From an optimization exercise on the open Yosys and OpenROAD flow, aimed at small area; shortcuts taken in it are not production practice. Only simulation tests tie the RTL to the original design; equivalence was not proved.

==> inputs of run a <==
## arith_lite
module arith_lite(
   input  logic        clk_i,
   input  logic        rst_ni,
   input  logic [31:0] inp_a,
   input  logic [31:0] inp_b,
   input  logic [1:0]  op,
   output logic [31:0] sum_o,
   output logic [31:0] mult_o,
   output logic        eq_o
);
   wire [1:0] tag_d = {op[0] ^ op[1], ~op[0]};
   wire       mul1  = op == 2'd1;
   wire [31:0] m1 = mul1 ? {inp_a[30:0], 1'b0} : inp_b;
   logic [31:0] ta_p, ta_g, ta_c, ta_s;
   assign ta_p[0] = inp_a[0] ^ m1[0];
   assign ta_g[0] = inp_a[0] & m1[0];
   assign ta_p[1] = inp_a[1] ^ m1[1];
   assign ta_g[1] = inp_a[1] & m1[1];
   assign ta_p[2] = inp_a[2] ^ m1[2];
   assign ta_g[2] = inp_a[2] & m1[2];
   assign ta_p[3] = inp_a[3] ^ m1[3];
   assign ta_g[3] = inp_a[3] & m1[3];
   assign ta_p[4] = inp_a[4] ^ m1[4];
   assign ta_g[4] = inp_a[4] & m1[4];
   assign ta_p[5] = inp_a[5] ^ m1[5];
   assign ta_g[5] = inp_a[5] & m1[5];
   assign ta_p[6] = inp_a[6] ^ m1[6];
  ...
Settings: LEC_CHECK=0, ABC_AREA=0, ABC_CLOCK_PERIOD_IN_PS=100000, CAP_MARGIN=20, CORE_MARGIN=2, CORE_UTILIZATION=40, CTS_BUF_LIST=sky130_fd_sc_hd__clkbuf_8, GPL_TIMING_DRIVEN=0, PLACE_DENSITY=0.5, SLEW_MARGIN=20, SYNTH_HIERARCHICAL=1, SYNTH_MINIMUM_KEEP_SIZE=0; clock period 7.5 ns.
standard.sh (not shown) runs the stock make flow with config.mk's settings and CLKGATE_MAP_FILE= SYNTH_SCRIPT=/design/flow/synth_recipe.tcl, a recipe that flattens the netlist after the stock synthesis.
==> flow/flow/run.sh <==
#!/bin/bash
set -euo pipefail
bash standard.sh 'BUFFER_PORTS_ARGS=-buffer_cell sky130_fd_sc_hd__buf_1' finish > flow_make.log 2>&1
==> run b: changes against run a <==
--- a/flow/design.v
+++ b/flow/design.v
@@ -8,11 +8,19 @@
    output logic [31:0] mult_o,
    output logic        eq_o
 );
    wire [1:0] tag_d = {op[0] ^ op[1], ~op[0]};
    wire       mul1  = op == 2'd1;
-   wire [31:0] m1 = mul1 ? {inp_a[30:0], 1'b0} : inp_b;
+   wire [31:0] m1;
+   wire        add1 = ~mul1;
+   for (genvar i = 0; i < 32; i++) begin : g_m1
+      if (i == 0) begin : g0
+         assign m1[i] = add1 & inp_b[i];
+      end else begin : gi
+         al_ao22 u_m (.a1(mul1), .a2(inp_a[i-1]), .b1(add1), .b2(inp_b[i]), .y(m1[i]));
+      end
+   end
    logic [31:0] ta_p, ta_g, ta_c, ta_s;
    assign ta_p[0] = inp_a[0] ^ m1[0];
    assign ta_g[0] = inp_a[0] & m1[0];
    assign ta_p[1] = inp_a[1] ^ m1[1];
    assign ta_g[1] = inp_a[1] & m1[1];
@@ -225,26 +233,28 @@
    al_x2 u_ta_x31 (.a(ta_p[31]), .b(ta_c[31]), .y(ta_s[31]));
    wire ta_co = ta_G31_0;
    wire eq1 = ~|ta_p;
    wire [31:0] t1 = {ta_s[31:1], (op == 2'd2) ? eq1 : ta_s[0]};
    logic [31:0] a_q, b_q, t_q;
+   logic        m_q;
    logic [1:0]  tag1_q, tag2_q;
    always_ff @(posedge clk_i) begin
       a_q  <= inp_a;
       b_q  <= inp_b;
       t_q  <= t1;
+      m_q  <= mul1;
    end
    always_ff @(posedge clk_i, negedge rst_ni) begin
       if (~rst_ni) begin
          tag1_q <= 2'b00;
          tag2_q <= 2'b00;
       end else begin
          tag1_q <= tag_d;
          tag2_q <= tag1_q;
       end
    end
-   wire mul = tag1_q == 2'b10;
+   wire mul = m_q;
    logic [15:0] s1, s2, s3;
    for (genvar j = 0; j < 16; j++) begin : g_dig
       assign s1[j] = mul &  b_q[2*j] & ~b_q[2*j+1];
       assign s2[j] = mul & ~b_q[2*j] &  b_q[2*j+1];
       if (j == 0) begin : g_row0
@@ -971,10 +981,13 @@
 endmodule
 module al_ha(input logic a, input logic b, output logic s, output logic co);
    assign s  = a ^ b;
    assign co = a & b;
 endmodule
+module al_ao22(input logic a1, input logic a2, input logic b1, input logic b2, output logic y);
+   assign y = (a1 & a2) | (b1 & b2);
+endmodule
 module al_x2(input logic a, input logic b, output logic y);
    assign y = a ^ b;
 endmodule
 module al_sel3(input logic s1, input logic a, input logic s2, input logic b,
                input logic s3, input logic t, output logic y);
==> flow/flow/run.sh (replaced) <==
#!/bin/bash
set -euo pipefail
bash standard.sh 'BUFFER_PORTS_ARGS=-buffer_cell sky130_fd_sc_hd__buf_1' \
  'CTS_ARGS=-sink_clustering_enable -repair_clock_nets -buf_list sky130_fd_sc_hd__clkbuf_8 -dont_use_dummy_load' \
  finish > flow_make.log 2>&1
CORE_UTILIZATION = 62   (was 40)
PLACE_DENSITY = 0.72   (was 0.5)
==> run c: changes against run a <==
--- a/flow/design.v
+++ b/flow/design.v
@@ -8,11 +8,19 @@
    output logic [31:0] mult_o,
    output logic        eq_o
 );
    wire [1:0] tag_d = {op[0] ^ op[1], ~op[0]};
    wire       mul1  = op == 2'd1;
-   wire [31:0] m1 = mul1 ? {inp_a[30:0], 1'b0} : inp_b;
+   wire [31:0] m1;
+   wire        add1 = ~mul1;
+   for (genvar i = 0; i < 32; i++) begin : g_m1
+      if (i == 0) begin : g0
+         assign m1[i] = add1 & inp_b[i];
+      end else begin : gi
+         al_ao22 u_m (.a1(mul1), .a2(inp_a[i-1]), .b1(add1), .b2(inp_b[i]), .y(m1[i]));
+      end
+   end
    logic [31:0] ta_p, ta_g, ta_c, ta_s;
    assign ta_p[0] = inp_a[0] ^ m1[0];
    assign ta_g[0] = inp_a[0] & m1[0];
    assign ta_p[1] = inp_a[1] ^ m1[1];
    assign ta_g[1] = inp_a[1] & m1[1];
@@ -225,26 +233,28 @@
    al_x2 u_ta_x31 (.a(ta_p[31]), .b(ta_c[31]), .y(ta_s[31]));
    wire ta_co = ta_G31_0;
    wire eq1 = ~|ta_p;
    wire [31:0] t1 = {ta_s[31:1], (op == 2'd2) ? eq1 : ta_s[0]};
    logic [31:0] a_q, b_q, t_q;
+   logic        m_q;
    logic [1:0]  tag1_q, tag2_q;
    always_ff @(posedge clk_i) begin
       a_q  <= inp_a;
       b_q  <= inp_b;
       t_q  <= t1;
+      m_q  <= mul1;
    end
    always_ff @(posedge clk_i, negedge rst_ni) begin
       if (~rst_ni) begin
          tag1_q <= 2'b00;
          tag2_q <= 2'b00;
       end else begin
          tag1_q <= tag_d;
          tag2_q <= tag1_q;
       end
    end
-   wire mul = tag1_q == 2'b10;
+   wire mul = m_q;
    logic [15:0] s1, s2, s3;
    for (genvar j = 0; j < 16; j++) begin : g_dig
       assign s1[j] = mul &  b_q[2*j] & ~b_q[2*j+1];
       assign s2[j] = mul & ~b_q[2*j] &  b_q[2*j+1];
       if (j == 0) begin : g_row0
@@ -971,10 +981,13 @@
 endmodule
 module al_ha(input logic a, input logic b, output logic s, output logic co);
    assign s  = a ^ b;
    assign co = a & b;
 endmodule
+module al_ao22(input logic a1, input logic a2, input logic b1, input logic b2, output logic y);
+   assign y = (a1 & a2) | (b1 & b2);
+endmodule
 module al_x2(input logic a, input logic b, output logic y);
    assign y = a ^ b;
 endmodule
 module al_sel3(input logic s1, input logic a, input logic s2, input logic b,
                input logic s3, input logic t, output logic y);
==> flow_summary.ini <==
[status]
status = no timing/DRC/antenna violations

[power]
max-vdd-ir-drop_uv = 335
switching_share_pct = 48.1

[drt]
num_vias = 12700

[layout]
seq_area_share_pct = 18.9
regArea_sq_um = 2690

[placement]
place_ws_ns = 0.196

[yosys]
synthTopCellsByArea = fa_1, a222oi_1, dfxtp_1
# the run above: run b

==> flow_summary.ini <==
[layout]
regArea_sq_um = 2690

[yosys]
seq_area_frac_synth_pct = 21.0
synthTopCellsByArea = fa_1, a222oi_1, dfxtp_1

[power]
power_w = 0.00521
max-vdd-ir-drop_uv = 299

[status]
status = no timing/DRC/antenna violations

[placement]
place_ws_ns = 0.0978

[drt]
num_vias = 12300

[global_routing]
use_met3_pct = 7.09
# the run above: run c

==> flow_summary.ini <==
[drt]
wl_per_cell_um = 29.9
num_vias = 12300

[power]
max-vdd-ir-drop_uv = 268
power_switching_w = 0.00277

[yosys]
synthTopCellsByArea = fa_1, a222oi_1, dfxtp_1

[status]
status = no timing/DRC/antenna violations

[placement]
place_ws_ns = -0.578

[worst_setup_path]
crit_start = tag1_q[0]$_DFF_PN0_

[layout]
seq_area_share_pct = 18.0
# the run above: run a

==> port drivers added, routing unchanged <==
Ports are ideal in the flow. The routed layouts listed here were re-timed in OpenROAD. Step 1 assumes that a clkbuf_16 drives the clock port and a buf_2 every other input. Step 2 also shifts input and output timing later by t, the mid clock arrival at the registers, as if the neighbouring blocks saw the same clock. Three values: no drivers, after step 1, after step 2; two values: the first two.
run | t (ns) | slack for setup (ns) | worst register clock-pin slew, ns | worst slew at a driven data input, ns | cell pins on the clock port's net
run a | 0.546 | 0.388 / 0.388 / 0.388 | 0.11 / 0.11 | 0.04 | 1
run b | 0.486 | 0.382 / 0.382 / 0.382 | 0.10 / 0.10 | 0.03 | 1
run c | 0.552 | 0.552 / 0.552 / 0.552 | 0.11 / 0.11 | 0.03 | 1
After both steps setup and hold are still met in every run listed.
